This design comes from an exercise in tuning for small area on the open sky130 flow, not from production work. Only simulation tests tie the RTL to the original design; equivalence was not proved. Power is estimated from default activity; no workload was simulated. No driver is modelled on the clock port, so clocking that relies on it looks cheaper here than on a real chip.

`design/flow/flow/run.sh`:
```
#!/bin/bash
# The standard layout (standard.sh) with two changes: the port buffers are
# the two-strength buffer cell (buf_2), and clock tree synthesis puts up to 33 flip-flops
# (within 90 um) on one leaf buffer and adds no dummy loads.
# ORFS writes each step's full log under orfs/logs/; make's output goes to
# standard.log.
set -euo pipefail
export BUFFER_PORTS_ARGS="-buffer_cell sky130_fd_sc_hd__buf_2"
export CTS_ARGS="-sink_clustering_enable -repair_clock_nets -dont_use_dummy_load -sink_clustering_size 33 -sink_clustering_max_diameter 90"
bash standard.sh > standard.log 2>&1
```
`design/flow/design.v`:
```
module conv(
  input clk,
  input reset,
  input [15:0] pxl_in,
  output [15:0] pxl_out,
  output [9:0] count,
  output valid
);
  reg [15:0] r00;
  reg [15:0] r01;
  reg p_r01_14_1;
  reg [15:0] r02;
  reg p_r02_14_1;
  reg [15:0] r10;
  reg p_r10_14_1;
  reg [15:0] r11;
  reg p_r11_14_1;
  reg [15:0] r12;
  reg p_r12_14_1;
  reg [15:0] r20;
  reg [15:0] r21;
  reg [15:0] r22;
  reg [25*16-1:0] line1;
  wire [15:0] line1_o = line1[25*16-1:24*16];
  reg [25*16-1:0] line2;
  wire [15:0] line2_o = line2[25*16-1:24*16];
  wire s1, c2;
  ha us1 (pxl_in[2], pxl_in[0], s1, c2);
  wire s3, c4;
  fa us3 (pxl_in[3], pxl_in[1], c2, s3, c4);
  wire s5, c6;
  fa us5 (pxl_in[4], pxl_in[2], c4, s5, c6);
  wire s7, c8;
  fa us7 (pxl_in[5], pxl_in[3], c6, s7, c8);
  wire s9, c10;
  fa us9 (pxl_in[6], pxl_in[4], c8, s9, c10);
  wire s11, c12;
  fa us11 (pxl_in[7], pxl_in[5], c10, s11, c12);
  wire s13, c14;
  fa us13 (pxl_in[8], pxl_in[6], c12, s13, c14);
  wire s15, c16;
  fa us15 (pxl_in[9], pxl_in[7], c14, s15, c16);
  wire s17, c18;
  fa us17 (pxl_in[10], pxl_in[8], c16, s17, c18);
  wire s19, c20;
  fa us19 (pxl_in[11], pxl_in[9], c18, s19, c20);
  wire s21, c22;
  fa us21 (pxl_in[12], pxl_in[10], c20, s21, c22);
  wire s23, c24;
  fa us23 (pxl_in[13], pxl_in[11], c22, s23, c24);
  wire s25, c26;
  fa us25 (pxl_in[14], pxl_in[12], c24, s25, c26);
  wire x27;
  xo ux27 (pxl_in[15], pxl_in[13], x27);
  wire x28;
  xo ux28 (x27, c26, x28);
  wire s29, c30;
  ha us29 (pxl_in[1], pxl_in[0], s29, c30);
  wire s31, c32;
  fa us31 (pxl_in[2], pxl_in[1], c30, s31, c32);
  wire s33, c34;
  fa us33 (pxl_in[3], s1, c32, s33, c34);
  wire s35, c36;
  fa us35 (pxl_in[4], s3, c34, s35, c36);
  wire s37, c38;
  fa us37 (pxl_in[5], s5, c36, s37, c38);
  wire s39, c40;
  fa us39 (pxl_in[6], s7, c38, s39, c40);
  wire s41, c42;
  fa us41 (pxl_in[7], s9, c40, s41, c42);
  wire s43, c44;
  fa us43 (pxl_in[8], s11, c42, s43, c44);
  wire s45, c46;
  fa us45 (pxl_in[9], s13, c44, s45, c46);
  wire s47, c48;
  fa us47 (pxl_in[10], s15, c46, s47, c48);
  wire s49, c50;
  fa us49 (pxl_in[11], s17, c48, s49, c50);
  wire s51, c52;
  fa us51 (pxl_in[12], s19, c50, s51, c52);
  wire s53, c54;
  fa us53 (pxl_in[13], s21, c52, s53, c54);
  wire s55, c56;
  fa us55 (pxl_in[14], s23, c54, s55, c56);
  wire x57;
  xo ux57 (pxl_in[15], s25, x57);
  wire x58;
  xo ux58 (x57, c56, x58);
  wire s59, c60;
  ha us59 (pxl_in[0], s39, s59, c60);
  wire s61, c62;
  fa us61 (pxl_in[1], c60, s41, s61, c62);
  wire s63, c64;
  fa us63 (pxl_in[2], s43, c62, s63, c64);
  wire s65, c66;
  fa us65 (pxl_in[3], s45, c64, s65, c66);
  wire s67, c68;
  fa us67 (pxl_in[4], s47, c66, s67, c68);
  wire s69, c70;
  fa us69 (pxl_in[5], s49, c68, s69, c70);
  wire s71, c72;
  fa us71 (pxl_in[6], s51, c70, s71, c72);
  wire s73, c74;
  fa us73 (pxl_in[7], s53, c72, s73, c74);
  wire s75, c76;
  fa us75 (pxl_in[8], s55, c74, s75, c76);
  wire x77;
  xo ux77 (pxl_in[9], x58, x77);
  wire x78;
  xo ux78 (x77, c76, x78);
  wire s79, c80;
  ha us79 (r00[0], pxl_in[0], s79, c80);
  wire s81, c82;
  fa us81 (r00[1], pxl_in[1], c80, s81, c82);
  wire s83, c84;
  fa us83 (r00[2], pxl_in[2], c82, s83, c84);
  wire s85, c86;
  fa us85 (r00[3], pxl_in[3], c84, s85, c86);
  wire i87 = ~s85;
  wire s88, c89;
  ha us88 (pxl_in[0], i87, s88, c89);
  wire s90, c91;
  fa us90 (r00[4], pxl_in[4], c86, s90, c91);
  wire i92 = ~s90;
  wire s93, c94;
  fa us93 (s29, c89, i92, s93, c94);
  wire s95, c96;
  fa us95 (r00[5], pxl_in[5], c91, s95, c96);
  wire i97 = ~s95;
  wire s98, c99;
  fa us98 (s31, c94, i97, s98, c99);
  wire s100, c101;
  fa us100 (r00[6], pxl_in[6], c96, s100, c101);
  wire i102 = ~s100;
  wire s103, c104;
  fa us103 (s33, i102, c99, s103, c104);
  wire s105, c106;
  fa us105 (r00[7], pxl_in[7], c101, s105, c106);
  wire i107 = ~s105;
  wire s108, c109;
  fa us108 (s35, i107, c104, s108, c109);
  wire s110, c111;
  fa us110 (r00[8], pxl_in[8], c106, s110, c111);
  wire i112 = ~s110;
  wire s113, c114;
  fa us113 (s37, i112, c109, s113, c114);
  wire s115, c116;
  fa us115 (r00[9], pxl_in[9], c111, s115, c116);
  wire i117 = ~s115;
  wire s118, c119;
  fa us118 (s39, i117, c114, s118, c119);
  wire s120, c121;
  fa us120 (r00[10], pxl_in[10], c116, s120, c121);
  wire i122 = ~s120;
  wire s123, c124;
  fa us123 (s41, i122, c119, s123, c124);
  wire s125, c126;
  fa us125 (r00[11], pxl_in[11], c121, s125, c126);
  wire i127 = ~s125;
  wire s128, c129;
  fa us128 (s43, i127, c124, s128, c129);
  wire s130, c131;
  fa us130 (r00[12], pxl_in[12], c126, s130, c131);
  wire i132 = ~s130;
  wire s133, c134;
  fa us133 (s45, i132, c129, s133, c134);
  wire s135, c136;
  fa us135 (r00[13], pxl_in[13], c131, s135, c136);
  wire i137 = ~s135;
  wire s138, c139;
  fa us138 (s47, i137, c134, s138, c139);
  wire s140, c141;
  fa us140 (r00[14], pxl_in[14], c136, s140, c141);
  wire i142 = ~s140;
  wire s143, c144;
  ha us143 (s49, i142, s143, c144);
  wire x145;
  xo ux145 (r00[15], pxl_in[15], x145);
  wire x146;
  xo ux146 (x145, s51, x146);
  wire x147;
  xo ux147 (x146, c141, x147);
  wire x148;
  xo ux148 (x147, c144, x148);
  wire i149 = ~r01[0];
  wire s150, c151;
  ha us150 (i149, pxl_in[0], s150, c151);
  wire i152 = ~r01[1];
  wire s153, c154;
  fa us153 (i152, pxl_in[1], c151, s153, c154);
  wire i155 = ~r01[2];
  wire s156, c157;
  fa us156 (i155, s1, c154, s156, c157);
  wire s158, c159;
  fa us158 (r01[3], s3, c157, s158, c159);
  wire i160 = ~pxl_in[0];
  wire s161, c162;
  ha us161 (i160, s158, s161, c162);
  wire s163, c164;
  fa us163 (r01[4], s5, c159, s163, c164);
  wire i165 = ~pxl_in[1];
  wire s166, c167;
  fa us166 (i165, c162, s163, s166, c167);
  wire s168, c169;
  fa us168 (r01[5], s7, c164, s168, c169);
  wire i170 = ~s1;
  wire s171, c172;
  fa us171 (i170, c167, s168, s171, c172);
  wire s173, c174;
  fa us173 (r01[6], s9, c169, s173, c174);
  wire i175 = ~s3;
  wire s176, c177;
  fa us176 (i175, s173, c172, s176, c177);
  wire s178, c179;
  fa us178 (r01[7], s11, c174, s178, c179);
  wire i180 = ~s5;
  wire s181, c182;
  fa us181 (i180, s178, c177, s181, c182);
  wire s183, c184;
  fa us183 (r01[8], s13, c179, s183, c184);
  wire i185 = ~s7;
  wire s186, c187;
  fa us186 (i185, s183, c182, s186, c187);
  wire s188, c189;
  fa us188 (r01[9], s15, c184, s188, c189);
  wire i190 = ~s9;
  wire s191, c192;
  fa us191 (i190, s188, c187, s191, c192);
  wire s193, c194;
  fa us193 (r01[10], s17, c189, s193, c194);
  wire i195 = ~s11;
  wire s196, c197;
  fa us196 (i195, s193, c192, s196, c197);
  wire s198, c199;
  fa us198 (r01[11], s19, c194, s198, c199);
  wire i200 = ~s13;
  wire s201, c202;
  fa us201 (i200, s198, c197, s201, c202);
  wire s203, c204;
  fa us203 (r01[12], s21, c199, s203, c204);
  wire i205 = ~s15;
  wire s206, c207;
  fa us206 (i205, s203, c202, s206, c207);
  wire s208, c209;
  fa us208 (r01[13], s23, c204, s208, c209);
  wire i210 = ~s17;
  wire s211, c212;
  fa us211 (i210, s208, c207, s211, c212);
  wire s213, c214;
  fa us213 (r01[14], p_r01_14_1, s25, s213, c214);
  wire i215 = ~s19;
  wire s216, c217;
  fa us216 (i215, c209, s213, s216, c217);
  wire x218;
  xo ux218 (r01[15], s21, x218);
  wire x219;
  xo ux219 (x218, x28, x219);
  wire x220;
  xo ux220 (x219, c214, x220);
  wire x221;
  xo ux221 (x220, c217, x221);
  wire s222, c223;
  ha us222 (r02[14], p_r02_14_1, s222, c223);
  wire x224;
  xo ux224 (r02[15], c223, x224);
  wire s225, c226;
  ha us225 (line1_o[0], pxl_in[0], s225, c226);
  wire s227, c228;
  fa us227 (line1_o[1], c226, s29, s227, c228);
  wire s229, c230;
  fa us229 (line1_o[2], s31, c228, s229, c230);
  wire s231, c232;
  fa us231 (line1_o[3], pxl_in[0], s33, s231, c232);
  wire s233, c234;
  ha us233 (c230, s231, s233, c234);
  wire s235, c236;
  fa us235 (line1_o[4], pxl_in[1], s35, s235, c236);
  wire s237, c238;
  fa us237 (c232, c234, s235, s237, c238);
  wire s239, c240;
  fa us239 (line1_o[5], s1, s37, s239, c240);
  wire s241, c242;
  fa us241 (c236, c238, s239, s241, c242);
  wire s243, c244;
  fa us243 (line1_o[6], s3, s39, s243, c244);
  wire s245, c246;
  fa us245 (c240, s243, c242, s245, c246);
  wire s247, c248;
  fa us247 (line1_o[7], s5, s41, s247, c248);
  wire s249, c250;
  fa us249 (c244, s247, c246, s249, c250);
  wire s251, c252;
  fa us251 (line1_o[8], s7, s43, s251, c252);
  wire s253, c254;
  fa us253 (c248, s251, c250, s253, c254);
  wire s255, c256;
  fa us255 (line1_o[9], s9, s45, s255, c256);
  wire s257, c258;
  fa us257 (c252, s255, c254, s257, c258);
  wire s259, c260;
  fa us259 (line1_o[10], s11, s47, s259, c260);
  wire s261, c262;
  fa us261 (c256, s259, c258, s261, c262);
  wire s263, c264;
  fa us263 (line1_o[11], s13, s49, s263, c264);
  wire s265, c266;
  fa us265 (c260, s263, c262, s265, c266);
  wire s267, c268;
  fa us267 (line1_o[12], s15, s51, s267, c268);
  wire s269, c270;
  fa us269 (c264, s267, c266, s269, c270);
  wire s271, c272;
  fa us271 (line1_o[13], s17, s53, s271, c272);
  wire s273, c274;
  fa us273 (c268, s271, c270, s273, c274);
  wire s275, c276;
  fa us275 (line1_o[14], s19, s55, s275, c276);
  wire s277, c278;
  ha us277 (c272, s275, s277, c278);
  wire x279;
  xo ux279 (line1_o[15], s21, x279);
  wire x280;
  xo ux280 (x279, x58, x280);
  wire x281;
  xo ux281 (x280, c276, x281);
  wire x282;
  xo ux282 (x281, c278, x282);
  wire s283, c284;
  ha us283 (r10[0], i160, s283, c284);
  wire i285 = ~s29;
  wire s286, c287;
  fa us286 (r10[1], c284, i285, s286, c287);
  wire i288 = ~s31;
  wire s289, c290;
  fa us289 (r10[2], i288, c287, s289, c290);
  wire i291 = ~s33;
  wire s292, c293;
  fa us292 (r10[3], i291, c290, s292, c293);
  wire i294 = ~s35;
  wire s295, c296;
  fa us295 (r10[4], i294, c293, s295, c296);
  wire s297, c298;
  fa us297 (r10[5], pxl_in[0], c296, s297, c298);
  wire i299 = ~s37;
  wire s300, c301;
  ha us300 (i299, s297, s300, c301);
  wire s302, c303;
  fa us302 (r10[6], pxl_in[1], c298, s302, c303);
  wire i304 = ~s39;
  wire s305, c306;
  fa us305 (i304, c301, s302, s305, c306);
  wire s307, c308;
  fa us307 (r10[7], pxl_in[2], c303, s307, c308);
  wire i309 = ~s41;
  wire s310, c311;
  fa us310 (i309, c306, s307, s310, c311);
  wire s312, c313;
  fa us312 (r10[8], pxl_in[3], c308, s312, c313);
  wire i314 = ~s43;
  wire s315, c316;
  fa us315 (i314, s312, c311, s315, c316);
  wire s317, c318;
  fa us317 (r10[9], pxl_in[4], c313, s317, c318);
  wire i319 = ~s45;
  wire s320, c321;
  fa us320 (i319, s317, c316, s320, c321);
  wire s322, c323;
  fa us322 (r10[10], pxl_in[5], c318, s322, c323);
  wire i324 = ~s47;
  wire s325, c326;
  fa us325 (i324, s322, c321, s325, c326);
  wire s327, c328;
  fa us327 (r10[11], pxl_in[6], c323, s327, c328);
  wire i329 = ~s49;
  wire s330, c331;
  fa us330 (i329, s327, c326, s330, c331);
  wire s332, c333;
  fa us332 (r10[12], pxl_in[7], c328, s332, c333);
  wire i334 = ~s51;
  wire s335, c336;
  fa us335 (i334, s332, c331, s335, c336);
  wire s337, c338;
  fa us337 (r10[13], pxl_in[8], c333, s337, c338);
  wire i339 = ~s53;
  wire s340, c341;
  fa us340 (i339, s337, c336, s340, c341);
  wire s342, c343;
  fa us342 (r10[14], p_r10_14_1, pxl_in[9], s342, c343);
  wire i344 = ~s55;
  wire s345, c346;
  fa us345 (s342, i344, c338, s345, c346);
  wire x347;
  xo ux347 (r10[15], pxl_in[10], x347);
  wire x348;
  xo ux348 (x347, c343, x348);
  wire x349;
  xo ux349 (x348, x58, x349);
  wire x350;
  xo ux350 (x349, c346, x350);
  wire s351, c352;
  ha us351 (r11[0], i160, s351, c352);
  wire s353, c354;
  fa us353 (r11[1], c352, i285, s353, c354);
  wire s355, c356;
  fa us355 (r11[2], i288, c354, s355, c356);
  wire s357, c358;
  fa us357 (r11[3], pxl_in[0], c356, s357, c358);
  wire s359, c360;
  ha us359 (i291, s357, s359, c360);
  wire s361, c362;
  fa us361 (r11[4], pxl_in[1], c358, s361, c362);
  wire s363, c364;
  fa us363 (i294, c360, s361, s363, c364);
  wire s365, c366;
  fa us365 (r11[5], s1, c362, s365, c366);
  wire s367, c368;
  fa us367 (i299, c364, s365, s367, c368);
  wire s369, c370;
  fa us369 (r11[6], s3, c366, s369, c370);
  wire s371, c372;
  fa us371 (i304, s369, c368, s371, c372);
  wire s373, c374;
  fa us373 (r11[7], s5, c370, s373, c374);
  wire s375, c376;
  fa us375 (i309, s373, c372, s375, c376);
  wire s377, c378;
  fa us377 (r11[8], s7, c374, s377, c378);
  wire s379, c380;
  fa us379 (i314, s377, c376, s379, c380);
  wire s381, c382;
  fa us381 (r11[9], s9, c378, s381, c382);
  wire s383, c384;
  fa us383 (i319, s381, c380, s383, c384);
  wire s385, c386;
  fa us385 (r11[10], s11, c382, s385, c386);
  wire s387, c388;
  fa us387 (i324, s385, c384, s387, c388);
  wire s389, c390;
  fa us389 (r11[11], s13, c386, s389, c390);
  wire s391, c392;
  fa us391 (i329, s389, c388, s391, c392);
  wire s393, c394;
  fa us393 (r11[12], s15, c390, s393, c394);
  wire s395, c396;
  fa us395 (i334, s393, c392, s395, c396);
  wire s397, c398;
  fa us397 (r11[13], s17, c394, s397, c398);
  wire s399, c400;
  fa us399 (i339, s397, c396, s399, c400);
  wire s401, c402;
  fa us401 (r11[14], p_r11_14_1, s19, s401, c402);
  wire s403, c404;
  fa us403 (s401, i344, c398, s403, c404);
  wire x405;
  xo ux405 (r11[15], s21, x405);
  wire x406;
  xo ux406 (c402, x405, x406);
  wire x407;
  xo ux407 (x406, x58, x407);
  wire x408;
  xo ux408 (x407, c404, x408);
  wire s409, c410;
  ha us409 (r12[14], p_r12_14_1, s409, c410);
  wire x411;
  xo ux411 (r12[15], c410, x411);
  wire s412, c413;
  ha us412 (line2_o[3], i160, s412, c413);
  wire s414, c415;
  fa us414 (line2_o[4], i165, c413, s414, c415);
  wire s416, c417;
  fa us416 (line2_o[5], i170, c415, s416, c417);
  wire s418, c419;
  fa us418 (line2_o[6], i175, c417, s418, c419);
  wire s420, c421;
  fa us420 (line2_o[7], i180, c419, s420, c421);
  wire s422, c423;
  fa us422 (line2_o[8], i185, c421, s422, c423);
  wire s424, c425;
  fa us424 (line2_o[9], i190, c423, s424, c425);
  wire s426, c427;
  fa us426 (line2_o[10], i195, c425, s426, c427);
  wire s428, c429;
  fa us428 (line2_o[11], i200, c427, s428, c429);
  wire s430, c431;
  fa us430 (line2_o[12], i205, c429, s430, c431);
  wire s432, c433;
  fa us432 (line2_o[13], i210, c431, s432, c433);
  wire s434, c435;
  fa us434 (line2_o[14], i215, c433, s434, c435);
  wire x436;
  xo ux436 (line2_o[15], s21, x436);
  wire x437;
  xo ux437 (x436, c435, x437);
  wire s438, c439;
  ha us438 (r20[0], pxl_in[0], s438, c439);
  wire s440, c441;
  fa us440 (r20[1], pxl_in[1], c439, s440, c441);
  wire s442, c443;
  fa us442 (r20[2], pxl_in[2], c441, s442, c443);
  wire s444, c445;
  fa us444 (r20[3], pxl_in[3], pxl_in[0], s444, c445);
  wire s446, c447;
  ha us446 (s444, c443, s446, c447);
  wire s448, c449;
  fa us448 (r20[4], pxl_in[4], s29, s448, c449);
  wire s450, c451;
  fa us450 (c445, s448, c447, s450, c451);
  wire s452, c453;
  fa us452 (r20[5], pxl_in[5], s31, s452, c453);
  wire s454, c455;
  fa us454 (c449, s452, c451, s454, c455);
  wire s456, c457;
  fa us456 (r20[6], pxl_in[6], c453, s456, c457);
  wire s458, c459;
  fa us458 (s33, s456, c455, s458, c459);
  wire s460, c461;
  fa us460 (r20[7], pxl_in[7], c457, s460, c461);
  wire s462, c463;
  fa us462 (s35, s460, c459, s462, c463);
  wire s464, c465;
  fa us464 (r20[8], pxl_in[8], c461, s464, c465);
  wire s466, c467;
  fa us466 (s37, s464, c463, s466, c467);
  wire s468, c469;
  fa us468 (r20[9], pxl_in[9], c465, s468, c469);
  wire s470, c471;
  fa us470 (s39, s468, c467, s470, c471);
  wire s472, c473;
  fa us472 (r20[10], pxl_in[10], s41, s472, c473);
  wire s474, c475;
  fa us474 (c469, s472, c471, s474, c475);
  wire s476, c477;
  fa us476 (r20[11], pxl_in[11], s43, s476, c477);
  wire s478, c479;
  fa us478 (c473, s476, c475, s478, c479);
  wire s480, c481;
  fa us480 (r20[12], pxl_in[12], s45, s480, c481);
  wire s482, c483;
  fa us482 (c477, s480, c479, s482, c483);
  wire s484, c485;
  fa us484 (r20[13], pxl_in[13], s47, s484, c485);
  wire s486, c487;
  fa us486 (c481, s484, c483, s486, c487);
  wire s488, c489;
  fa us488 (r20[14], pxl_in[14], s49, s488, c489);
  wire s490, c491;
  fa us490 (c485, s488, c487, s490, c491);
  wire x492;
  xo ux492 (r20[15], pxl_in[15], x492);
  wire x493;
  xo ux493 (x492, s51, x493);
  wire x494;
  xo ux494 (c489, x493, x494);
  wire x495;
  xo ux495 (x494, c491, x495);
  wire s496, c497;
  ha us496 (r21[1], i160, s496, c497);
  wire s498, c499;
  fa us498 (r21[2], c497, i285, s498, c499);
  wire s500, c501;
  fa us500 (r21[3], i288, c499, s500, c501);
  wire s502, c503;
  fa us502 (r21[4], i291, c501, s502, c503);
  wire s504, c505;
  fa us504 (r21[5], i294, c503, s504, c505);
  wire s506, c507;
  fa us506 (r21[6], i299, c505, s506, c507);
  wire s508, c509;
  fa us508 (r21[7], i304, c507, s508, c509);
  wire s510, c511;
  fa us510 (r21[8], i309, c509, s510, c511);
  wire s512, c513;
  fa us512 (r21[9], i314, c511, s512, c513);
  wire s514, c515;
  fa us514 (r21[10], i319, c513, s514, c515);
  wire s516, c517;
  fa us516 (r21[11], i324, c515, s516, c517);
  wire s518, c519;
  fa us518 (r21[12], i329, c517, s518, c519);
  wire s520, c521;
  fa us520 (r21[13], i334, c519, s520, c521);
  wire s522, c523;
  fa us522 (r21[14], i339, c521, s522, c523);
  wire x524;
  xo ux524 (r21[15], s55, x524);
  wire x525;
  xo ux525 (c523, x524, x525);
  assign pxl_out[0] = ~r22[0];
  wire c528;
  ha us527 (r22[1], r22[0], pxl_out[1], c528);
  wire c530;
  xn us529 (r22[2], c528, pxl_out[2]);
  o2 uc530 (r22[2], c528, c530);
  wire c532;
  ha us531 (r22[3], c530, pxl_out[3], c532);
  wire c534;
  xn us533 (r22[4], c532, pxl_out[4]);
  o2 uc534 (r22[4], c532, c534);
  wire c536;
  ha us535 (r22[5], c534, pxl_out[5], c536);
  wire c538;
  ha us537 (r22[6], c536, pxl_out[6], c538);
  wire c540;
  ha us539 (r22[7], c538, pxl_out[7], c540);
  wire c542;
  ha us541 (r22[8], c540, pxl_out[8], c542);
  wire c544;
  ha us543 (r22[9], c542, pxl_out[9], c544);
  wire c546;
  ha us545 (r22[10], c544, pxl_out[10], c546);
  wire c548;
  ha us547 (r22[11], c546, pxl_out[11], c548);
  wire c550;
  ha us549 (r22[12], c548, pxl_out[12], c550);
  wire c552;
  ha us551 (r22[13], c550, pxl_out[13], c552);
  wire c554;
  ha us553 (r22[14], c552, pxl_out[14], c554);
  xo ux555 (r22[15], c554, pxl_out[15]);
  wire [15:0] line1_i = {x224, s222, r02[13], r02[12], r02[11], r02[10], r02[9], r02[8], r02[7], r02[6], r02[5], r02[4], r02[3], r02[2], r02[1], r02[0]};
  wire [15:0] line2_i = {x411, s409, r12[13], r12[12], r12[11], r12[10], r12[9], r12[8], r12[7], r12[6], r12[5], r12[4], r12[3], r12[2], r12[1], r12[0]};
  always @(posedge clk) begin
    r00 <= {x78, s75, s73, s71, s69, s67, s65, s63, s61, s59, s37, s35, s33, s31, s29, pxl_in[0]};
    r01 <= {x148, s143, s138, s133, s128, s123, s118, s113, s108, s103, s98, s93, s88, s83, s81, s79};
    p_r01_14_1 <= c139;
    r02 <= {x221, s216, s211, s206, s201, s196, s191, s186, s181, s176, s171, s166, s161, s156, s153, s150};
    p_r02_14_1 <= c212;
    r10 <= {x282, s277, s273, s269, s265, s261, s257, s253, s249, s245, s241, s237, s233, s229, s227, s225};
    p_r10_14_1 <= c274;
    r11 <= {x350, s345, s340, s335, s330, s325, s320, s315, s310, s305, s300, s295, s292, s289, s286, s283};
    p_r11_14_1 <= c341;
    r12 <= {x408, s403, s399, s395, s391, s387, s383, s379, s375, s371, s367, s363, s359, s355, s353, s351};
    p_r12_14_1 <= c400;
    r20 <= {x437, s434, s432, s430, s428, s426, s424, s422, s420, s418, s416, s414, s412, line2_o[2], line2_o[1], line2_o[0]};
    r21 <= {x495, s490, s486, s482, s478, s474, s470, s466, s462, s458, s454, s450, s446, s442, s440, s438};
    r22 <= {x525, s522, s520, s518, s516, s514, s512, s510, s508, s506, s504, s502, s500, s498, s496, r21[0]};
    line1 <= {line1[24*16-1:0], line1_i};
    line2 <= {line2[24*16-1:0], line2_i};
  end
  reg [9:0] counter;
  wire [10:0] cy;
  wire [9:0] cn;
  assign cy[0] = 1'b1;
  genvar gi;
  generate for (gi = 0; gi < 10; gi = gi + 1) begin : inc
    assign cn[gi] = counter[gi] ^ cy[gi];
    assign cy[gi+1] = counter[gi] & cy[gi];
  end endgenerate
  always @(posedge clk) begin
    if (reset) counter <= 10'd0;
    else counter <= cn;
  end
  assign count = counter;
  wire [7:0] ce = cn[9:2];
  wire [1:0] w1 = ce[0] + ce[3] + ce[6];
  wire [1:0] w2 = ce[1] + ce[4] + ce[7];
  wire [1:0] w4 = ce[2] + ce[5];
  wire [4:0] vs7 = w1 + {w2, 1'b0} + {w4, 2'b0};
  wire m0 = (vs7 == 5'd0) | (vs7 == 5'd7) | (vs7 == 5'd14);
  wire ge = (|ce[7:4]) | (&ce[3:0]);
  wire le = (ce <= 8'd196);
  reg vld;
  always @(posedge clk) begin
    if (reset) vld <= 1'b0;
    else vld <= ge & le & ~(cn[1] & m0);
  end
  assign valid = vld;
endmodule
module fa(input a, input b, input c, output s, output co);
  assign s = a ^ b ^ c;
  assign co = (a & b) | (c & (a ^ b));
endmodule
module ha(input a, input b, output s, output co);
  assign s = a ^ b;
  assign co = a & b;
endmodule
module xo(input a, input b, output s);
  assign s = a ^ b;
endmodule
module xn(input a, input b, output s);
  assign s = ~(a ^ b);
endmodule
module o2(input a, input b, output s);
  assign s = a | b;
endmodule
```
`design/flow/constraint.sdc`:
```
create_clock -name core_clock -period 7.5 [get_ports {clk}]
set_input_delay 1.5000 -clock core_clock [delete_from_list [all_inputs] [get_ports {clk}]]
set_output_delay 1.5000 -clock core_clock [all_outputs]
set_load 0.01 [all_outputs]
```
`design/flow/config.mk`:
```
export PLATFORM = sky130hd
export DESIGN_NAME = conv
export DESIGN_NICKNAME = conv
export VERILOG_FILES = /design/flow/design.v
export SDC_FILE = /design/flow/constraint.sdc
export NUM_CORES = 4
export LEC_CHECK = 0
export ABC_AREA = 0
export CAP_MARGIN = 0
export CORE_MARGIN = 2
export CORE_UTILIZATION = 40
export CTS_CLUSTER_DIAMETER = 150
export CTS_CLUSTER_SIZE = 25
export GPL_TIMING_DRIVEN = 0
export SLEW_MARGIN = 0
export SYNTH_HIERARCHICAL = 1
```
`design/flow/standard.sh`:
```
#!/bin/bash
# synth_recipe.tcl (not shown) runs the flow's synth.tcl, then flattens the netlist and writes it again
# the make line also repeats each setting of config.mk as NAME=value (left out here)
make -C /OpenROAD-flow-scripts/flow DESIGN_CONFIG=/design/flow/config.mk WORK_HOME=/design/flow/orfs CLKGATE_MAP_FILE= SYNTH_SCRIPT=/design/flow/synth_recipe.tcl "${@:-finish}"
```
==> results of run 1 <==
[flip-flops by register name, indices dropped and copies added, names as in the netlist]
signal      flops
r20            16
r00            16
counter        10
p_r10_14_1      1
p_r11_14_1      1
r12            16
p_r01_14_1      1
r22            16
r10            16
r21            16
r02            16
r01            16
vld             1
r11            16
line2         400
p_r02_14_1      1
line1         400
p_r12_14_1      1
[area by class of cell]
| class | count | area (sq um) |
|---|---|---|
| fillers | 5242 | 33600 |
| inverters | 43 | 161 |
| flip-flops and latches | 960 | 19200 |
| plain buffers | 1 | 3.75 |
| clock buffers | 36 | 901 |
| multi-input cells | 319 | 5340 |
| repair buffers | 67 | 408 |
| well taps | 782 | 978 |
[cells in the final DEF, fill, tap and decap left out]
cell	n
xor2_2	1
a41oi_1	1
clkbuf_4	1
ha_4	1
nor2b_1	8
or2_1	2
a211oi_2	1
a21oi_1	2
clkbuf_1	1
a32o_1	1
nand2_1	3
fa_2	41
xor2_1	39
inv_1	41
xnor2_1	4
clkbuf_16	36
nor3_1	3
buf_4	23
a31oi_1	1
buf_6	2
inv_2	2
ha_1	41
nor2_1	2
buf_2	41
ha_2	2
a31oi_4	1
dfxtp_1	960
o21ai_0	1
fa_1	164
[cell usage after synthesis (all sizes together)]
| cell type | instances |
|---|---|
| dfxtp | 960 |
| o21ai | 1 |
| xor2 | 40 |
| fa | 205 |
| a32o | 1 |
| a21oi | 2 |
| a41oi | 1 |
| a31oi | 2 |
| inv | 43 |
| clkbuf | 1 |
| a211oi | 1 |
| nor2 | 2 |
| nor3 | 3 |
| nor2b | 8 |
| ha | 44 |
| or2 | 2 |
| xnor2 | 4 |
| nand2 | 3 |
[per-stage QoR]
| stage | worst slack [ps] | instances | power, uW | util, % |
|---|---|---|---|---|
| global route | 10.1 | 2208 | 14900 | 44.6 |
| CTS | 36.3 | 2188 | 14000 | 44.3 |
| floorplan | 16.9 | 1323 | 10400 | - |
| global placement | -811 | 2149 | 11700 | 42.7 |
| finish | 157 | 2208 | 13700 | 44.6 |
| detailed placement | -836 | 2149 | 11600 | 42.7 |
[routing by layer]
metal	vias to the layer above	routed length [microns]	global-route usage, %
met5	-	11	0
met4	2	714	3.28
met3	55	968	2.03
met2	77	12900	15.3
met1	4354	15900	15.6
li1	4217	-	-
[per-module statistics from Yosys, one instance, submodules excluded]
module  cells inside  cell area [sq um]  copies in the design  flops+latches
xo                 1               8.76                    37              0
fa                 1               20.0                   203              0
o2                 1               6.26                     2              0
conv            1046              19800                     1            960
ha                 1               12.5                    33              0
xn                 1               8.76                     2              0
[worst max path at each step]
stage	startpoint	to	slack (ps)
6_report	pxl_in[1]	r10[15]	160
3_5_place_dp	pxl_in[0]	r12[13]	-840
5_1_grt	pxl_in[1]	r10[15]	10
3_3_place_gp	pxl_in[0]	r12[13]	-810
2_1_floorplan	pxl_in[2]	r10[15]	20
4_1_cts	pxl_in[1]	r10[13]	40
[cells by family after synthesis]
kind of cell	synth area share [%]
buffers and inverters	0.672
adders and majority gates	18.9
DFF	78.1
AOI/OAI and AO/OA	0.300
xor gates and xnor gates	1.57
and+or+nand+nor	0.392
[repair_timing]
item,4_1_cts,5_1_grt
setup endpoints to repair,12,8
buffers inserted,3,20
gates resized for setup,9,9
pin swaps,3,9
hold buffers,0,0
[critical path, stage by stage]
cell and delay [ps]:
buf_6 150, ha_4 180, fa_2 380, fa_2 370, fa_2 400, fa_2 370, fa_2 380, fa_2 380
fa_2 410, fa_2 410, fa_2 400, fa_2 360, fa_2 340, fa_2 350, fa_2 610, fa_1 430
ha_2 190, xor2_1 160
[power breakdown]
group / internal, uW / leakage (uW) / switching (uW)
sequential: 7800 / 0.00810 / 719
combinational: 1430 / 0.00266 / 1530
clock: 873 / 0.000444 / 1370
total: 10100 / 0.0112 / 3620
==> key figures, run 1 <==
Run status
  – Run status: no timing/DRC/antenna violations

Hold path
  – Hold Startpoint: line2[136]
  – Worst hold path class: flop to flop
  – Hold Path Depth: 0
  – Worst Hold Endpoint: line2[152]

Logic synthesis
  – Synth area leaders: dfxtp_1, fa_1, ha_1
  – Yosys warning count: 7
  – #FFs+latches synth: 960
  – Synth cell types: 19
  – Yosys top cell by area: dfxtp_1
  – Cell area after synthesis: 24600 sq um
  – Mapped Cells: 1323
  – Share of the synthesized area in the top cell type: 78.1%
  – Sequential-to-total area share from yosys stat: 78.1%
  – Syn_nets: 1590
  – Syn Area/Cell: 18.6 sq um

Worst setup path
  – Reg2reg setup slack: 1000 ps
  – Reg2Reg Depth: 18
  – CP max FO: 11
  – Origin of the critical flop-to-flop path: r00[0]
  – Crit end category: flop
  – WP data arrival: 7800 ps
  – Worst Path Required: 7960 ps
  – CP Launch Type: primary input
  – Worst R2R End: r01[15]
  – Crit path kind: primary input to flop

Timing
  – Maximum clock rate: 136 MHz
  – Layout Skew: 66.5 ps
  – # setup viols final: 0
  – Fin. Hold Viols: 0
  – Tmin final: 7340 ps
  – Final worst-path cycle share: 97.9%
  – Max Slew Vio Count: 0
  – Final hold slack: 312 ps
  – RSZ-0062 raised after global routing: no
  – Setup TNS: 0 ps
  – Worst rel slew slack: 73.0%
  – Worst-margin pin slew: 404 ps

CTS
  – Clk slew on worst S/H paths: 110 ps
  – CTS tree: built
  – Worst-skew pair later-pin latency: 590 ps
  – Max Root-Sink Buffers: 3
  – Root Driver: clkbuf_16
  – TritonCTS buffer count: 36
  – CTS H-tree depth: 2
  – Sink Count: 960

Floorplan
  – Core Area: 60600 sq um
  – Starting Density: 40.6%
  – Die Area: 63500 sq um
  – Die height: 252 microns
  – Row count: 90
  – # IOs: 45
  – Die width: 252 microns

Route
  – Detailed-route vias per instance: 3.94
  – Via count of the routed design: 8705
  – Residual DRC count: 0
  – Antenna viol nets, final: 0
  – Drt wl/cell: 13.8 microns
  – TritonRoute pass-1 iters: 4
  – Initial DRC count: 345
  – Detailed Route WL: 30400 microns

Layout
  – Share of cells above drive strength 1: 10.7%
  – Fin nets: 1695
  – ANT cells: 0
  – P&R area growth vs syn: 9.82%
  – Design area: 27000 sq um

Placement
  – Hpwl dp: 20100 microns
  – Buffers on Ports: 44
  – Gp weighted congestion: 0.734
  – Area after DPL: 25900 sq um

GRT
  – Vias in the first global route: 9540
  – Total congestion overflow: 0
  – Largest net degree at the start of global routing: 34
  – First-pass GRT wire length: 52300 microns
  – Initial antenna violation count: 1
  – Total GRT Usage: 10.4%

Pwr
  – Leak pwr: 0.0112 uW
  – Pwr Density: 508 nW/um^2
  – Maximum VDD drop: 0.000265 V

Flow run
  – # Max-Cap Violations: 0
==> inputs of run 2 (changes only) <==
--- a/design/flow/config.mk
+++ b/design/flow/config.mk
@@ -9,5 +9,5 @@
 export CAP_MARGIN = 0
 export CORE_MARGIN = 2
-export CORE_UTILIZATION = 40
+export CORE_UTILIZATION = 48
 export CTS_CLUSTER_DIAMETER = 150
 export CTS_CLUSTER_SIZE = 25
==> key figures, run 2 <==
Run status
  – Run status: no timing/DRC/antenna violations

Logic synthesis
  – Synth cell types: 19 (unchanged)
  – Mapped Cells: 1323 (unchanged)
  – Yosys warning count: 7 (unchanged)
  – Synth top cells by count: dfxtp_1, fa_1, ha_1
  – Share of the synthesized area in the top cell type: 78.1% (unchanged)
  – Sequential-to-total area share from yosys stat: 78.1% (unchanged)
  – Syn Area/Cell: 18.6 sq um (unchanged)
  – Cell area after synthesis: 24600 sq um (unchanged)
  – Synth area leaders: dfxtp_1, fa_1, ha_1
  – Most frequent cell after synthesis: dfxtp_1
  – Top FF cell, synth: dfxtp_1
  – Asr flop ratio synth: 0% (unchanged)
  – Syn_nets: 1590 (unchanged)
  – Yosys top cell by area: dfxtp_1
  – #FFs+latches synth: 960 (unchanged)
  – Post-synth EDFFs: 0 (unchanged)

Timing
  – Maximum clock rate: 136 MHz (about the same)
  – RSZ-0062 raised after global routing: no
  – Setup ws final: 161 ps (+3.77 ps)
  – Worst rel slew slack: 72.5% (-0.51 points)
  – Layout Skew: 53.1 ps (-13.4 ps)
  – Fin. Hold Viols: 0 (unchanged)
  – # setup viols final: 0 (unchanged)
  – Tmin final: 7340 ps (-3.76 ps)
  – Max Slew Vio Count: 0 (unchanged)
  – Final worst-path cycle share: 97.9% (about the same)
  – Worst-margin pin slew: 412 ps (+8.06 ps)

CTS
  – CTS H-tree depth: 2 (unchanged)
  – TritonCTS buffer count: 36 (unchanged)
  – CTS tree: built
  – Hold-fix buffers at CTS: 0 (unchanged)
  – Sink Count: 960 (unchanged)
  – Max Root-Sink Buffers: 3 (unchanged)
  – Root Driver: clkbuf_16
  – Clk slew on worst S/H paths: 110 ps (about the same)
  – Worst-skew pair later-pin latency: 590 ps (about the same)

Floorplan
  – Row count: 82 (-8.9%)
  – Die Area: 53100 sq um (-16%)
  – Die height: 230 microns (-8.6%)
  – # IOs: 45 (unchanged)
  – Die width: 230 microns (-8.6%)
  – Starting Density: 48.8% (+8.2 points)
  – Core Area: 50400 sq um (-17%)

Layout
  – Share of cells above drive strength 1: 9.65% (-1.0 points)
  – Fill cell total of the finished layout: 4087 (-22%)
  – Fin nets: 1679 (-0.94%)
  – Commonest cells after routing, fill and taps aside: dfxtp_1, fa_1, ha_1, fa_2
  – ANT cells: 0 (unchanged)
  – P&R area growth vs syn: 8.79%
  – Non-Filler Instances: 2082 (-5.7%)
  – Top Registers: line1 x400, line2 x400
  – Most common cell after layout, fill and taps aside: dfxtp_1

GRT
  – Total congestion overflow: 0 (unchanged)
  – First-pass GRT wire length: 51200 microns (-2.0%)
  – Total GRT Usage: 12.3% (+1.9 points)
  – Initial antenna violation count: 0 (-1)
  – Vias in the first global route: 9375 (-1.7%)
  – Largest net degree at the start of global routing: 34 (unchanged)

Placement
  – Gp weighted congestion: 0.764 (+4.2%)
  – Inst Count DP: 2039 (-5.1%)
  – Hpwl dp: 20300 microns (+1.0%)
  – Buffers on Ports: 44 (unchanged)
  – Dpl ws: -871 ps (-35.0 ps)

Worst setup path
  – Worst Setup SP: pxl_in[1]
  – Origin of the critical flop-to-flop path: r00[0]
  – Crit end category: flop
  – Crit path kind: primary input to flop
  – CP Launch Type: primary input
  – Reg2reg setup slack: 970 ps (-30 ps)
  – WP data arrival: 7770 ps (-30 ps)
  – CP max FO: 11 (unchanged)
  – Worst Path Required: 7930 ps (-30 ps)

Route
  – Via count of the routed design: 8580 (-1.4%)
  – Detailed Route WL: 30200 microns (-0.68%)
  – Detailed-route vias per instance: 4.12 (+4.5%)
  – Initial DRC count: 322 (-6.7%)
  – Drt wl/cell: 14.5 microns (+5.3%)
  – TritonRoute pass-1 iters: 4 (unchanged)
  – Residual DRC count: 0 (unchanged)
  – Antenna viol nets, final: 0 (unchanged)

Pwr
  – Maximum VDD drop: 0.000264 V (-0.22%)
  – Pwr Density: 510 nW/um^2 (+0.31%)
  – Leak pwr: 0.0111 uW (-0.71%)

Hold path
  – Worst hold path class: flop to flop
  – Hold Startpoint: line1[276]

Flow run
  – # Max-Cap Violations: 0 (unchanged)
## run 2: cell count changes in the layout (fill, tap and decap cells not counted), sizes merged
cell	previous run	this run
buf	66	51
clkbuf	38	37
clkinvlp	0	1
inv	43	42
## run 2: path summary, 6_finish.rpt
check                             endpoint  cells past startpoint
worst max register to register     r01[15]                     18
worst min-delay path            line1[292]                      0
worst max-delay path               r11[15]                     18
worst min register to register  line1[292]                      0
## run 2: routing by layer
metal / vias to the layer above / GRT usage, % / share of wire (%)
li1: 4175 / - / -
met5: - / 0 / 0
met1: 4292 / 18.1 / 50
met3: 37 / 2.11 / 2.9
met2: 76 / 18.8 / 45
met4: 0 / 3.91 / 2.2
## run 2: final cells by class
| class | instances | area, sq um | share of cell area, % |
|---|---|---|---|
| Buffer | 1 | 3.75 | 0.0140 |
| Clock buffer | 36 | 901 | 3.37 |
| Inverter | 43 | 165 | 0.617 |
| Multi-Input combinational cell | 319 | 5340 | 20.0 |
| Sequential cell | 960 | 19200 | 71.8 |
| Tap cell | 672 | 841 | 3.14 |
| Timing Repair Buffer | 51 | 288 | 1.08 |
## run 2: what timing repair did
item                                    in CTS  in global routing
cloned                                       0                  0
pin swaps                                    0                  3
buffers inserted                             0                  7
endpoints found under the setup margin      13                 11
gates resized for setup                      7                 11
## run 2: worst max-delay path, cell delays in order
cell    delay [ps]
buf_6          160
ha_4           180
fa_2           400
fa_2           410
fa_2           630
inv_1          140
fa_1           430
fa_1           400
fa_1           390
fa_1           390
fa_2           350
fa_2           350
fa_2           350
fa_2           350
fa_2           350
fa_1           430
fa_1           400
xor2_1         170
## run 2: logic make-up (layout without fill, tap and decap cells)
family	after synthesis	in the layout	share of synthesized area [%]
AO/OA/AOI/OAI	8	8	0.300
XOR/XNOR	44	44	1.57
adder cells (fa/ha/maj)	249	249	18.9
flip-flops	960	960	78.1
buffers and inverters	44	131	0.672
AND/OR/NAND/NOR	18	18	0.392
## run 2: where the power goes
group | internal (uW) | switching (uW)
registers | 7800 | 730
logic | 1370 | 1500
clock network | 873 | 1360
total | 10000 | 3590
## run 2: Yosys stat by module (local to each module, per instance)
module  copies in the design  cells inside  flip-flops and latches
fa                       203             1                       0
xn                         2             1                       0
ha                        33             1                       0
o2                         2             1                       0
conv                       1          1046                     960
xo                        37             1                       0
## run 2: metrics by stage
stage,cell area [sq um],utilization [%],TNS (ps),total power (uW),hold slack (ps)
2_1_floorplan,24700,-,0,10400,310
3_3_place_gp,25700,51.1,-16460,11700,311
3_5_place_dp,25700,51.1,-17380,11700,312
4_1_cts,26700,52.9,-10.7,14000,290
5_1_grt,26800,53.1,0,14800,291
6_report,26800,53.1,0,13600,282
==> inputs of run 3 (changes only) <==
--- a/design/flow/flow/run.sh
+++ b/design/flow/flow/run.sh
@@ -7,4 +7,4 @@
 set -euo pipefail
 export BUFFER_PORTS_ARGS="-buffer_cell sky130_fd_sc_hd__buf_2"
-export CTS_ARGS="-sink_clustering_enable -repair_clock_nets -dont_use_dummy_load -sink_clustering_size 33 -sink_clustering_max_diameter 90"
+export CTS_ARGS="-sink_clustering_enable -repair_clock_nets -dont_use_dummy_load -sink_clustering_size 33 -sink_clustering_max_diameter 90 -root_buf sky130_fd_sc_hd__clkbuf_8 -buf_list sky130_fd_sc_hd__clkbuf_8 -sink_clustering_buffer sky130_fd_sc_hd__clkbuf_16"
 bash standard.sh > standard.log 2>&1
==> key figures, run 3 <==
Logic synthesis
  – Synth Area in Compound Gates: 0.300% (unchanged)
  – Asr flop ratio synth: 0% (unchanged)
  – Synth Area in XOR/XNOR: 1.57% (unchanged)
  – Synth top cells by count: dfxtp_1, fa_1, ha_1
  – Synth cell types: 19 (unchanged)
  – Post-synth EDFFs: 0 (unchanged)
  – Mux contribution to synthesized area: 0% (unchanged)
  – Yosys warning count: 7 (unchanged)
  – Syn Area/Cell: 18.6 sq um (unchanged)
  – Most frequent cell after synthesis: dfxtp_1
  – #FFs+latches synth: 960 (unchanged)
  – Largest family of logic cells by synthesized area: adder cells
  – Simple-gate portion of the synthesized area: 0.392% (unchanged)
  – Synth area leaders: dfxtp_1, fa_1, ha_1
  – Mapped Cells: 1323 (unchanged)
  – Share of the synthesized area in the top cell type: 78.1% (unchanged)
  – Sequential-to-total area share from yosys stat: 78.1% (unchanged)
  – Top FF cell, synth: dfxtp_1
  – Syn_nets: 1590 (unchanged)
  – Cell area after synthesis: 24600 sq um (unchanged)
  – Adder-Cell Fraction of Synth Area: 18.9% (unchanged)
  – Yosys top cell by area: dfxtp_1

Route
  – Detailed Route WL: 30200 microns (about the same)
  – Residual DRC count: 0 (unchanged)
  – Drt wl/cell: 14.5 microns (about the same)
  – Initial DRC count: 290 (-9.9%)
  – TritonRoute pass-1 iters: 4 (unchanged)
  – Via count of the routed design: 8613 (+0.38%)
  – Detailed-route vias per instance: 4.14 (+0.38%)
  – Antenna viol nets, final: 0 (unchanged)

Layout
  – P&R area growth vs syn: 8.49%
  – Share of cells above drive strength 1: 9.58% (-0.064 points)
  – Final Core Density: 53.0% (-0.14 points)
  – Top Registers: line1 x400, line2 x400
  – Fin nets: 1678 (-0.060%)
  – Commonest cells after routing, fill and taps aside: dfxtp_1, fa_1, fa_2
  – Most common cell after layout, fill and taps aside: dfxtp_1

Floorplan
  – Die Area: 53100 sq um (unchanged)
  – Row count: 82 (unchanged)
  – Starting Density: 48.8% (unchanged)
  – Die height: 230 microns (unchanged)
  – # IOs: 45 (unchanged)
  – Die width: 230 microns (unchanged)
  – Core Area: 50400 sq um (unchanged)

GRT
  – Largest net degree at the start of global routing: 34 (unchanged)
  – Total congestion overflow: 0 (unchanged)
  – Total GRT Usage: 12.3% (about the same)
  – First-pass GRT wire length: 51100 microns (-0.27%)
  – Vias in the first global route: 9351 (-0.26%)
  – Initial antenna violation count: 0 (unchanged)

Timing
  – Final hold slack: 282 ps (+0.254 ps)
  – Fin. Hold Viols: 0 (unchanged)
  – Final worst-path cycle share: 97.1% (-0.73 points)
  – RSZ-0062 raised after global routing: no
  – Worst rel slew slack: 72.6% (+0.079 points)
  – Max Slew Vio Count: 0 (unchanged)
  – # setup viols final: 0 (unchanged)
  – Layout Skew: 69.8 ps (+16.7 ps)
  – Maximum clock rate: 137 MHz (+0.75%)
  – Tmin final: 7280 ps (-54.4 ps)
  – Worst-margin pin slew: 411 ps (-1.19 ps)

Worst setup path
  – Reg2reg setup slack: 960 ps (about the same)
  – Crit end category: flop
  – Max stage delay on crit path: 620 ps (about the same)
  – CP max stage cell: fa_2
  – Reg2Reg Depth: 18 (unchanged)
  – CP max FO: 11 (unchanged)
  – Worst Path Required: 8010 ps (+80 ps)
  – Crit path buf inv count: 2 (unchanged)
  – Worst R2R End: r01[15]
  – CP Launch Type: primary input
  – Crit path capture: r12[13]
  – Origin of the critical flop-to-flop path: r00[0]
  – CP Depth: 17 (-1)
  – CP delay by family, top: adder cells
  – Crit path kind: primary input to flop
  – Worst Setup SP: pxl_in[1]
  – Worst-path cell chain: buf_4, ha_4, fa_2, inv_2, fa_1, fa_1, fa_1, fa_1, fa_1, fa_2, fa_2, fa_2, fa_2, fa_2, fa_2, fa_1, fa_1
  – WP data arrival: 7800 ps (+30 ps)

Flow run
  – # Max-Cap Violations: 0 (unchanged)

CTS
  – CTS H-tree depth: 2 (unchanged)
  – Worst-skew pair later-pin latency: 680 ps (+90 ps)
  – CTS tree: built
  – Clk slew on worst S/H paths: 110 ps (about the same)
  – Max Root-Sink Buffers: 3 (unchanged)
  – TritonCTS buffer count: 36 (unchanged)
  – Sink Count: 960 (unchanged)
  – Root Driver: clkbuf_8

Pwr
  – Internal power: 9980 uW (-0.69%)
  – Switch share: 26.4% (+0.093 points)
  – Pwr Density: 508 nW/um^2 (-0.29%)
  – Sequential power share: 62.9% (+0.3 points)
  – Maximum VDD drop: 0.000264 V (-0.19%)
  – Clock Power Share: 15.9% (-0.5 points)
  – Comb power frac: 21.2% (about the same)
  – Total net switching power: 3580 uW (-0.21%)
  – Leak pwr: 0.0111 uW (-0.27%)

Placement
  – Hpwl dp: 20300 microns (unchanged)
  – Buffers on Ports: 44 (unchanged)
  – Gp weighted congestion: 0.764 (unchanged)

Hold path
  – Hold Startpoint: line1[276]
  – Worst hold path class: flop to flop

Run status
  – Run status: no timing/DRC/antenna violations
run 3: cell counts after synthesis:
Identical to the previous run, type by type.
run 3: what timing repair did:
action,4_1_cts,5_1_grt
endpoints found under the setup margin,7,9
hold endpoints to repair,0,0
pin swaps,0,3
gates resized for setup,4,11
setup buffers,0,6
hold buffers,0,0
run 3: power groups by stage:
stage	sequential [uW]	combinational, uW	clock (uW)
global route	8840	3460	2440
finish	8530	2870	2160
floorplan	8380	1990	0
detailed placement	8670	2980	0
global placement	8670	3000	0
CTS	8620	3050	2260
run 3: Yosys stat by module, one instance, submodules excluded:
module	cells	copies in the design	cell area [sq um]
conv	1046	1	19800
fa	1	203	20.0
ha	1	33	12.5
o2	1	2	6.26
xn	1	2	8.76
xo	1	37	8.76
run 3: final cells by class:
| class | count | area (sq um) |
|---|---|---|
| Antenna cell | 1 | 2.50 |
| Inverter | 43 | 161 |
| Buffer | 1 | 3.75 |
| Timing Repair Buffer | 50 | 270 |
| Multi-Input combinational cell | 319 | 5340 |
| Tap cell | 672 | 841 |
| Clock buffer | 36 | 845 |
| Sequential cell | 960 | 19200 |
| Fill cell | 4090 | 23700 |
run 3: worst min-delay path by stage:
stage | to | slack (ps) | cells after the start
6_report | line1[292] | 280 | 0
5_1_grt | line1[292] | 290 | 0
4_1_cts | line1[292] | 290 | 0
3_5_place_dp | line1[138] | 310 | 0
3_3_place_gp | r22[0] | 310 | 0
2_1_floorplan | line1[0] | 310 | 0
run 3: worst reg2reg max path: cells and delay by family, from the launching register on:
family,cells,cell delay (ps)
XOR/XNOR,1,180
adder cells (fa/ha/maj),16,5860
buffers and inverters,1,50
flip-flops,1,320
run 3: logic make-up after synthesis:
| logic type | count (synthesis) |
|---|---|
| simple gates | 18 |
| flops | 960 |
| xor+xnor | 44 |
| fa+ha+maj | 249 |
| buf+inv | 44 |
| compound gates | 8 |
run 3: per-layer routing:
metal	GRT usage, %	part of all wire (%)	up-vias	wire, microns
met3	2.10	2.9	42	870
li1	-	-	4176	-
met1	18.0	50	4320	15100
met5	0	0	-	0
met2	18.8	45	75	13500
met4	4.05	2.3	0	691
run 3: metrics by stage:
| step | TNS, ps | setup WS (ps) | instance area [sq um] | cells | power (uW) |
|---|---|---|---|---|---|
| floorplan | 0 | 16.9 | 24700 | 1323 | 10400 |
| global placement | -16460 | -832 | 25700 | 2039 | 11700 |
| detailed placement | -17380 | -871 | 25700 | 2039 | 11700 |
| CTS | 0 | 40.1 | 26600 | 2075 | 13900 |
| global route | 0 | 20.0 | 26700 | 2081 | 14700 |
| finish | 0 | 215 | 26700 | 2082 | 13600 |
==> inputs of run 4 (changes only) <==
--- a/design/flow/flow/run.sh
+++ b/design/flow/flow/run.sh
@@ -2,5 +2,6 @@
 # The standard layout (standard.sh) with two changes: the port buffers are
 # the two-strength buffer cell (buf_2), and clock tree synthesis puts up to 33 flip-flops
-# (within 90 um) on one leaf buffer and adds no dummy loads.
+# (within 90 um) on one leaf buffer (clkbuf_16), builds the levels above the
+# leaves from clkbuf_8, and adds no dummy loads.
 # ORFS writes each step's full log under orfs/logs/; make's output goes to
 # standard.log.
==> key figures, run 4 <==
Pwr
  – Maximum VDD drop: 0.000264 V (unchanged)
  – Leak pwr: 0.0111 uW (unchanged)
  – Pwr Density: 508 nW/um^2 (unchanged)

CTS
  – Max Root-Sink Buffers: 3 (unchanged)
  – TritonCTS buffer count: 36 (unchanged)
  – Root Driver: clkbuf_8
  – Hold-fix buffers at CTS: 0 (unchanged)
  – CTS tree: built
  – Sink Count: 960 (unchanged)
  – Clk slew on worst S/H paths: 110 ps (about the same)
  – Worst-skew pair later-pin latency: 680 ps (about the same)
  – CTS H-tree depth: 2 (unchanged)

Logic synthesis
  – Yosys warning count: 7 (unchanged)
  – Asr flop ratio synth: 0% (unchanged)
  – Cell area after synthesis: 24600 sq um (unchanged)
  – #FFs+latches synth: 960 (unchanged)
  – Synth cell types: 19 (unchanged)
  – Yosys top cell by area: dfxtp_1
  – Syn Area/Cell: 18.6 sq um (unchanged)
  – Mapped Cells: 1323 (unchanged)
  – Most frequent cell after synthesis: dfxtp_1
  – Share of the synthesized area in the top cell type: 78.1% (unchanged)
  – Post-synth EDFFs: 0 (unchanged)
  – Synth area leaders: dfxtp_1, fa_1, ha_1
  – Sequential-to-total area share from yosys stat: 78.1% (unchanged)
  – Synth top cells by count: dfxtp_1, fa_1, ha_1
  – Syn_nets: 1590 (unchanged)
  – Top FF cell, synth: dfxtp_1

Floorplan
  – Row count: 82 (unchanged)
  – Starting Density: 48.8% (unchanged)
  – Core Area: 50400 sq um (unchanged)
  – Die height: 230 microns (unchanged)
  – Die width: 230 microns (unchanged)
  – Die Area: 53100 sq um (unchanged)
  – # IOs: 45 (unchanged)

Timing
  – Final hold slack: 282 ps (unchanged)
  – Max Slew Vio Count: 0 (unchanged)
  – Fin. Hold Viols: 0 (unchanged)
  – Final worst-path cycle share: 97.1% (unchanged)
  – Tmin final: 7280 ps (unchanged)
  – Worst rel slew slack: 72.6% (unchanged)
  – Worst-margin pin slew: 411 ps (unchanged)
  – Maximum clock rate: 137 MHz (unchanged)
  – # setup viols final: 0 (unchanged)
  – Setup ws final: 215 ps (unchanged)
  – RSZ-0062 raised after global routing: no
  – Layout Skew: 69.8 ps (unchanged)

Worst setup path
  – Crit path kind: primary input to flop
  – Origin of the critical flop-to-flop path: r00[0]
  – Crit end category: flop
  – Worst Path Required: 8010 ps (about the same)
  – Max stage delay on crit path: 620 ps (about the same)
  – Worst-path cell chain: buf_4, ha_4, fa_2, inv_2, fa_1, fa_1, fa_1, fa_1, fa_1, fa_2, fa_2, fa_2, fa_2, fa_2, fa_2, fa_1, fa_1
  – CP Launch Type: primary input
  – CP max FO: 11 (unchanged)
  – WP data arrival: 7800 ps (about the same)
  – Reg2Reg Depth: 18 (unchanged)
  – CP max stage cell: fa_2
  – Worst R2R End: r01[15]
  – Reg2reg setup slack: 960 ps (about the same)

Hold path
  – Hold Startpoint: line1[276]
  – Hold Path Depth: 0 (unchanged)
  – Worst Hold Endpoint: line1[292]
  – Worst hold path class: flop to flop

Route
  – Detailed-route vias per instance: 4.14 (unchanged)
  – TritonRoute pass-1 iters: 4 (unchanged)
  – Drt wl/cell: 14.5 microns (unchanged)
  – Via count of the routed design: 8613 (unchanged)
  – Detailed Route WL: 30200 microns (unchanged)
  – Antenna viol nets, final: 0 (unchanged)
  – Residual DRC count: 0 (unchanged)
  – Initial DRC count: 290 (unchanged)

Layout
  – Most common cell after layout, fill and taps aside: dfxtp_1
  – Multi-input logic area: 5340 sq um (unchanged)
  – P&R area growth vs syn: 8.49% (unchanged)
  – Register Area: 19200 sq um (unchanged)
  – Final Core Density: 53.0% (unchanged)
  – Fill cell total of the finished layout: 4090 (unchanged)
  – Fin nets: 1678 (unchanged)
  – Share of cells above drive strength 1: 9.58% (unchanged)
  – Non-Filler Instances: 2082 (unchanged)
  – Commonest cells after routing, fill and taps aside: dfxtp_1, fa_1, fa_2
  – Top Registers: line1 x400, line2 x400

GRT
  – First-pass GRT wire length: 51100 microns (unchanged)
  – Total congestion overflow: 0 (unchanged)
  – Total GRT Usage: 12.3% (unchanged)
  – Vias in the first global route: 9351 (unchanged)
  – Initial antenna violation count: 0 (unchanged)
  – Largest net degree at the start of global routing: 34 (unchanged)

Flow run
  – # Max-Cap Violations: 0 (unchanged)

Placement
  – Gp weighted congestion: 0.764 (unchanged)
  – Dpl ws: -871 ps (unchanged)
  – Inst Count DP: 2039 (unchanged)
  – Buffers on Ports: 44 (unchanged)
  – Hpwl dp: 20300 microns (unchanged)

Run status
  – Run status: no timing/DRC/antenna violations
[run 4: cells by family (layout without fill, tap and decap cells)]
group                    after synthesis  in the layout  synth area share [%]
buffers and inverters                 44            130                 0.672
adder cells (fa/ha/maj)              249            249                  18.9
AO/OA/AOI/OAI                          8              8                 0.300
flip-flops                           960            960                  78.1
AND/OR/NAND/NOR                       18             18                 0.392
XOR/XNOR                              44             44                  1.57
other                                  0              1                     0
[run 4: how the worst max path moves through the flow]
stage	startpoint	cells past startpoint	to
6_report	pxl_in[1]	17	r12[13]
3_3_place_gp	pxl_in[1]	17	r12[13]
5_1_grt	pxl_in[0]	17	r12[13]
4_1_cts	pxl_in[2]	16	r00[15]
3_5_place_dp	pxl_in[1]	17	r12[13]
2_1_floorplan	pxl_in[2]	16	r10[15]
[run 4: final cells by class]
type | instances | share of cell area [%]
sequential | 960 | 72.0
multi-input combinational | 319 | 20.0
clock buffer | 36 | 3.17
tap | 672 | 3.15
timing repair buffer | 50 | 1.01
inverter | 43 | 0.605
buffer | 1 | 0.0141
antenna | 1 | 0.00938
[run 4: through the flow]
stage | total power (uW) | setup TNS, ps | cell area [sq um]
global route | 14700 | 0 | 26700
CTS | 13900 | 0 | 26600
global placement | 11700 | -16460 | 25700
finish | 13600 | 0 | 26700
detailed placement | 11700 | -17380 | 25700
floorplan | 10400 | 0 | 24700
[run 4: report_power, final]
group          switching [uW]  leakage [uW]  internal, uW
registers                 729       0.00810          7800
clock network            1350      0.000418           806
logic                    1500       0.00257          1370
total                    3580        0.0111          9980
[run 4: critical path: cells and delay by family]
family | cells | cell delay, ps
adder cells (fa/ha/maj) | 15 | 5980
buffers and inverters | 2 | 290
[run 4: repair_timing]
| item | in CTS | in global routing |
|---|---|---|
| gates cloned | 0 | 0 |
| setup buffers | 0 | 6 |
| setup endpoints to repair | 7 | 9 |
| pin swaps | 0 | 3 |
| resized for setup | 4 | 11 |
[run 4: layer usage]
| metal | share of wire (%) | up-vias | global-route usage (%) |
|---|---|---|---|
| met5 | 0 | - | 0 |
| met3 | 2.9 | 42 | 2.10 |
| met4 | 2.3 | 0 | 4.05 |
| met1 | 50 | 4320 | 18.0 |
| li1 | - | 4176 | - |
| met2 | 45 | 75 | 18.8 |
[run 4: per-module statistics from Yosys (local to each module, per instance)]
| module | area, sq um | flops+latches | cells |
|---|---|---|---|
| ha | 12.5 | 0 | 1 |
| xn | 8.76 | 0 | 1 |
| fa | 20.0 | 0 | 1 |
| conv | 19800 | 960 | 1046 |
| xo | 8.76 | 0 | 1 |
| o2 | 6.26 | 0 | 1 |
==> inputs of run 5 (changes only) <==
==> design/flow/flow/run.sh (replaced) <==
#!/bin/bash
# The standard layout (standard.sh) with two changes: the port buffers are
# the two-strength buffer cell (buf_2), and clock tree synthesis puts up to 32 flip-flops
# (within 80 um) on one leaf buffer and adds no dummy loads.
# ORFS writes each step's full log under orfs/logs/; make's output goes to
# standard.log.
set -euo pipefail
export BUFFER_PORTS_ARGS="-buffer_cell sky130_fd_sc_hd__buf_2"
export CTS_ARGS="-sink_clustering_enable -repair_clock_nets -dont_use_dummy_load -sink_clustering_size 32 -sink_clustering_max_diameter 80"
bash standard.sh > standard.log 2>&1
--- a/design/flow/config.mk
+++ b/design/flow/config.mk
@@ -9,5 +9,5 @@
 export CAP_MARGIN = 0
 export CORE_MARGIN = 2
-export CORE_UTILIZATION = 48
+export CORE_UTILIZATION = 40
 export CTS_CLUSTER_DIAMETER = 150
 export CTS_CLUSTER_SIZE = 25
==> key figures, run 5 <==
Floorplan
  – Die height: 252 microns (+9.4%)
  – Row count: 90 (+9.8%)
  – Starting Density: 40.6% (-8.2 points)
  – Die width: 252 microns (+9.4%)
  – # IOs: 45 (unchanged)
  – Core Area: 60600 sq um (+20%)
  – Die Area: 63500 sq um (+20%)

Timing
  – Worst-margin pin slew: 404 ps (-7.02 ps)
  – Maximum clock rate: 136 MHz (-1.1%)
  – # setup viols final: 0 (unchanged)
  – Final hold slack: 295 ps (+12.9 ps)
  – Tmin final: 7370 ps (+80.8 ps)
  – Layout Skew: 55.3 ps (-14.4 ps)
  – Max Slew Vio Count: 0 (unchanged)
  – Fin. Hold Viols: 0 (unchanged)
  – Worst rel slew slack: 73.0% (+0.44 points)
  – Final worst-path cycle share: 98.2% (+1.1 points)

Layout
  – Most common cell after layout, fill and taps aside: dfxtp_1
  – ANT cells: 0 (-1)
  – P&R area growth vs syn: 10.1%
  – Share of cells above drive strength 1: 10.9% (+1.3 points)
  – Fill cell total of the finished layout: 5250 (+28%)
  – Top Registers: line1 x400, line2 x400
  – Fin nets: 1699 (+1.3%)
  – Commonest cells after routing, fill and taps aside: dfxtp_1, fa_1

Placement
  – Hpwl dp: 20100 microns (-1.0%)
  – Buffers on Ports: 44 (unchanged)
  – Gp weighted congestion: 0.734 (-4.0%)

GRT
  – Vias in the first global route: 9624 (+2.9%)
  – Total GRT Usage: 10.5% (-1.8 points)
  – Largest net degree at the start of global routing: 33 (-2.9%)
  – Initial antenna violation count: 1 (+1)
  – Total congestion overflow: 0 (unchanged)
  – First-pass GRT wire length: 52600 microns (+2.9%)

Hold path
  – Hold Path Depth: 0 (unchanged)
  – Hold Startpoint: line2[155]
  – Worst Hold Endpoint: line2[171]
  – Worst hold path class: flop to flop

Logic synthesis
  – Asr flop ratio synth: 0% (unchanged)
  – Mux contribution to synthesized area: 0% (unchanged)
  – Share of the synthesized area in the top cell type: 78.1% (unchanged)
  – #FFs+latches synth: 960 (unchanged)
  – Top FF cell, synth: dfxtp_1
  – Synth top cells by count: dfxtp_1, fa_1, ha_1
  – Syn_nets: 1590 (unchanged)
  – Synth Area in Compound Gates: 0.300% (unchanged)
  – Synth Area in XOR/XNOR: 1.57% (unchanged)
  – Adder-Cell Fraction of Synth Area: 18.9% (unchanged)
  – Mapped Cells: 1323 (unchanged)
  – Synth cell types: 19 (unchanged)
  – Cell area after synthesis: 24600 sq um (unchanged)
  – Simple-gate portion of the synthesized area: 0.392% (unchanged)
  – Synth area leaders: dfxtp_1, fa_1, ha_1
  – Yosys warning count: 7 (unchanged)
  – Sequential-to-total area share from yosys stat: 78.1% (unchanged)
  – Largest family of logic cells by synthesized area: adder cells
  – Most frequent cell after synthesis: dfxtp_1
  – Syn Area/Cell: 18.6 sq um (unchanged)
  – Yosys top cell by area: dfxtp_1
  – Post-synth EDFFs: 0 (unchanged)

Worst setup path
  – Origin of the critical flop-to-flop path: r00[0]
  – Crit end category: flop
  – CP Launch Type: primary input
  – Worst R2R End: r01[15]
  – WP data arrival: 7800 ps (about the same)
  – Worst Path Required: 7940 ps (-70 ps)
  – Reg2Reg Depth: 18 (unchanged)
  – CP max FO: 14 (+3)
  – Crit path kind: primary input to flop
  – Reg2reg setup slack: 970 ps (about the same)

Route
  – Antenna viol nets, final: 0 (unchanged)
  – TritonRoute pass-1 iters: 4 (unchanged)
  – Initial DRC count: 339 (+17%)
  – Residual DRC count: 0 (unchanged)
  – Detailed-route vias per instance: 3.94 (-4.7%)
  – Detailed Route WL: 30400 microns (+0.71%)
  – Drt wl/cell: 13.7 microns (-5.2%)
  – Via count of the routed design: 8722 (+1.3%)

Flow run
  – # Max-Cap Violations: 0 (unchanged)

CTS
  – Worst-skew pair later-pin latency: 580 ps (-100 ps)
  – Clk slew on worst S/H paths: 110 ps (about the same)
  – Hold-fix buffers at CTS: 0 (unchanged)
  – Sink Count: 960 (unchanged)
  – Root Driver: clkbuf_16
  – Max Root-Sink Buffers: 3 (unchanged)
  – TritonCTS buffer count: 38 (+5.6%)
  – CTS H-tree depth: 2 (unchanged)
  – CTS tree: built

Pwr
  – Total Power: 13800 uW (+1.6%)
  – Leak pwr: 0.0112 uW (+1.3%)
  – Maximum VDD drop: 0.000261 V (-0.86%)
  – Pwr Density: 509 nW/um^2 (+0.14%)

Run status
  – Run status: no timing/DRC/antenna violations
[run 5: power by group]
| group | internal [uW] | leakage (uW) | switching, uW | total [uW] |
|---|---|---|---|---|
| Sequential | 7810 | 0.00810 | 719 | 8530 |
| Clock | 918 | 0.000468 | 1370 | 2290 |
| Combinational | 1430 | 0.00267 | 1530 | 2960 |
[run 5: worst max path at each step]
stage	start	endpoint
floorplan	pxl_in[2]	r10[15]
global placement	pxl_in[0]	r12[13]
detailed placement	pxl_in[0]	r12[13]
CTS	pxl_in[1]	r10[13]
global route	pxl_in[1]	r10[15]
finish	pxl_in[0]	r10[15]
[run 5: final cells by class]
cell class	instances	area, sq um	share of cell area (%)
Sequential cell	960	19200	71.0
Clock buffer	38	951	3.51
Buffer	1	3.75	0.0139
Multi-Input combinational cell	319	5340	19.7
Tap cell	782	978	3.61
Timing Repair Buffer	69	423	1.56
Inverter	43	161	0.596
[run 5: per-layer routing]
metal | part of all wire, % | up-vias | GRT usage, % | wire (microns)
met5 | 0.036 | - | 0 | 11
met4 | 2.3 | 2 | 3.38 | 687
met3 | 3.3 | 46 | 2.10 | 990
met2 | 43 | 83 | 15.4 | 13000
met1 | 52 | 4370 | 15.5 | 15700
li1 | - | 4221 | - | -
[run 5: timing repair]
item,CTS,global route
buffers inserted,3,22
gates resized for setup,9,9
pin swaps,3,9
endpoints found under the setup margin,12,8
[run 5: stage by stage]
stage                     TNS, ps  cell area (sq um)  worst slack, ps  std cells  util, %
after global placement     -15780              25900             -811       2149     42.7
after floorplan                 0              24700             16.9       1323        -
after detailed placement   -16590              25900             -836       2149     42.7
after global routing        -5.89              27100            -5.89       2212     44.7
after CTS                       0              26900             44.4       2190     44.4
final                           0              27100              134       2212     44.7
[run 5: worst max-delay path, stage by stage]
cell and delay, ps:
buf_6 150, ha_4 180, fa_2 380, fa_2 370, fa_2 400, fa_2 370, fa_2 380, fa_2 380
fa_2 410, fa_2 410, fa_2 400, fa_2 360, fa_2 340, fa_2 350, fa_2 600, fa_1 430
ha_2 190, xor2_1 160
[run 5: cell families (layout without fill, tap and decap cells)]
family                     count (synthesis)  in the layout
DFF                                      960            960
adders and majority gates                249            249
xor gates and xnor gates                  44             44
buffers and inverters                     44            151
and+or+nand+nor                           18             18
AOI/OAI and AO/OA                          8              8
[run 5: per-module statistics from Yosys (local to each module, per instance)]
module | cell area (sq um) | cells
conv | 19800 | 1046
xn | 8.76 | 1
xo | 8.76 | 1
ha | 12.5 | 1
fa | 20.0 | 1
o2 | 6.26 | 1

Check on run 5: ideal ports give 0.134 ns setup slack; a clkbuf_16 on the clock port and buf_2 on the inputs give 0.156 ns; moving port delays by the midpoint clock arrival (0.613 ns) as well gives -0.456 ns.
